Context: an optimization exercise on an open-source flow, tuned for small area. The choices shown serve that exercise and are no tape-out recipe. The RTL was checked by simulation tests, not by an equivalence proof against the original design. No activity file was given, so power comes from the tool's default toggle rates.

== run 4 ==
==> flow/design.v <==
`timescale 1ns / 1ps
module pingpong_fft_controller (
    input  wire        clk,
    input  wire        rst,
    input  wire [31:0] fft_data_in,
    input  wire        fft_data_valid,
    output wire [14:0] bram_addra,
    output wire [31:0] bram_dina,
    output wire        bram_wea,
    output wire        bram_ena,
    input  wire [31:0] bram_douta,
    output wire [14:0] bram_addrb,
    output wire [31:0] bram_dinb,
    output wire        bram_web,
    output wire        bram_enb,
    input  wire [31:0] bram_doutb,
    output reg  [31:0] fft_doppler_input,
    output wire        fft_doppler_valid,
    output wire        fft_doppler_last
);
    reg        started;    
    reg        act;        
    reg        wr;         
    reg        sw;         
    reg        nx_a;       
    reg        nx_b;       
    reg        rd_a;       
    reg        rd_b;       
    reg [14:0] wn;         
    reg [14:0] rn;         
    reg [31:0] din;
    wire write     = started & fft_data_valid;       
    wire swap      = write & (wn == 15'd1);          
    wire row_wrap  = ~(|rn[14:7]);
    always @(posedge clk or posedge rst) begin
        if (rst) begin
            started <= 1'b0;
            act     <= 1'b0;
            wr      <= 1'b0;
            sw      <= 1'b0;
            nx_a    <= 1'b0;
            nx_b    <= 1'b1;
        end else begin
            started <= started | fft_data_valid;
            act     <= act | sw;
            wr      <= write;
            sw      <= swap;
            if (swap) begin
                nx_a <= nx_b;
                nx_b <= nx_a;
            end
        end
    end
    always @(posedge clk) begin
        rd_a <= nx_a;
        rd_b <= nx_b;
    end
    always @(posedge clk) begin
        if (!started)
            wn <= 15'd0;
        else if (write)
            wn <= wn - 15'd1;
    end
    always @(posedge clk) begin
        if (!act) begin
            rn <= 15'h7fff;
        end else begin
            rn[14:7] <= rn[14:7] - 8'd1;
            if (row_wrap)
                rn[6:0] <= rn[6:0] - 7'd1;
            else if (sw)
                rn[6:0] <= 7'h7f;
        end
    end
    always @(posedge clk) begin
        din               <= fft_data_in;
        fft_doppler_input <= ({32{nx_a}} & bram_douta) | ({32{nx_b}} & bram_doutb);
    end
    assign bram_addra = ~(({15{rd_b}} & wn) | ({15{rd_a}} & rn));
    assign bram_addrb = ~(({15{rd_a}} & wn) | ({15{rd_b}} & rn));
    assign bram_dina  = din;
    assign bram_dinb  = din;
    assign bram_wea   = rd_b;
    assign bram_web   = rd_a;
    assign bram_ena   = (act & rd_a) | (wr & rd_b);
    assign bram_enb   = (act & rd_b) | (wr & rd_a);
    assign fft_doppler_valid = act & (|rn);
    assign fft_doppler_last  = row_wrap;
endmodule
Settings: LEC_CHECK=0, CAP_MARGIN=20, CORE_MARGIN=2, CORE_UTILIZATION=40, SLEW_MARGIN=20; clock period 5.0 ns.
standard.sh (not shown) runs the stock make flow with config.mk's settings and CLKGATE_MAP_FILE= SYNTH_SCRIPT=/design/flow/synth_recipe.tcl, a recipe that flattens the netlist after the stock synthesis.
==> flow/flow/run.sh <==
#!/bin/bash
# Own layout flow: the standard ORFS flow (standard.sh), with these changes:
#  - synthesis maps logic with an area-oriented ABC script (flow/abc_area.script)
#    instead of ORFS's speed script; everything else in synthesis is the standard flow's own
#    script (synth_recipe.tcl), so the registers are the standard ones;
#  - the port buffers that global placement inserts are sky130_fd_sc_hd__buf_1;
#  - after repair_design, cells on paths with slack to spare are downsized;
#  - CTS inserts no dummy loads.
# Each step's full output goes to a log file in this folder (and ORFS's own logs
# under orfs/logs).
set -euo pipefail
here=$(pwd)
{
  echo 'proc abc {args} {'
  echo '  set i [lsearch -exact $args -script]'
  echo "  if {\$i >= 0} { lset args [expr {\$i + 1}] {$here/flow/abc_area.script} }"
  echo '  yosys abc {*}$args'
  echo '}'
  cat "$here/synth_recipe.tcl"
} > "$here/own_synth.tcl"
export BUFFER_PORTS_ARGS="-buffer_cell sky130_fd_sc_hd__buf_1"
export POST_RESIZE_TCL="$here/flow/post_resize.tcl"
export CTS_ARGS="-sink_clustering_enable -repair_clock_nets -dont_use_dummy_load"
bash standard.sh SYNTH_SCRIPT="$here/own_synth.tcl" synth > "$here/synth.log" 2>&1
bash standard.sh SYNTH_SCRIPT="$here/own_synth.tcl" finish > "$here/layout.log" 2>&1
==> flow/flow/abc_area.script <==
strash
dc2
balance
rewrite
refactor
balance
rewrite
rewrite -z
balance
refactor -z
rewrite -z
balance
&get -n
&dch -f
&nf -R 1000
&put
topo
dnsize -c
==> flow/flow/post_resize.tcl <==
# Downsize cells that have timing slack to spare.
log_cmd repair_timing -setup -recover_power 100 -match_cell_footprint
Run 4 did not stop at any stage, and its layout met the timing, design-rule and antenna checks.
diff inputs: run 4 => run 5
Settings: swapping 40 for 65 in CORE_UTILIZATION.
Results
Run 5 | stages: all done | timing, DRC, antenna: all pass
Run 5: total power 1.0% below run 4
Re number of DRC markers in iteration 0: run 4 was lower than run 5.
Looking at met3 track demand over resource in global routing across run 5 and run 4, the one that comes out higher is run 5.
The run showing the greater total instance count after detailed placement is run 4.
Diff run 5 and run 4: non-clock buffer count lower in run 5
STATUS reported net switching power: run 5 wins against run 4
On setup slack of the critical path after layout, run 4 beats run 5.
Between run 4 and run 5, the non-clock buffering overhead in the final layout figures differ only marginally.
Across both runs, starting utilization of the core area was higher for run 5 than for run 4.
Final setup TNS: run 4 vs run 5 identical
Against run 4, run 5 comes in 33 points higher on core utilization.

## separate check: timing with driven ports
The results above use ideal ports. As a check the final layouts listed here were re-extracted and re-timed, cells and wires unchanged. Step 1: set_driving_cell puts a clkbuf_16 on clk and a buf_2 on each other input, an assumption about the parent block. Step 2 also shifts input and output timing later by t, the mid clock arrival at the registers, as if the neighbouring blocks saw the same clock. Slacks: ideal / step 1 / step 2; pairs: ideal / step 1.
run	t (ns)	setup WS [ns]	cell pins on the clock port's net
run 4	0.376	2.223 / 2.191 / 2.306	1
run 5	0.356	2.093 / 2.070 / 2.211	1
After both steps every run listed still meets setup and hold.
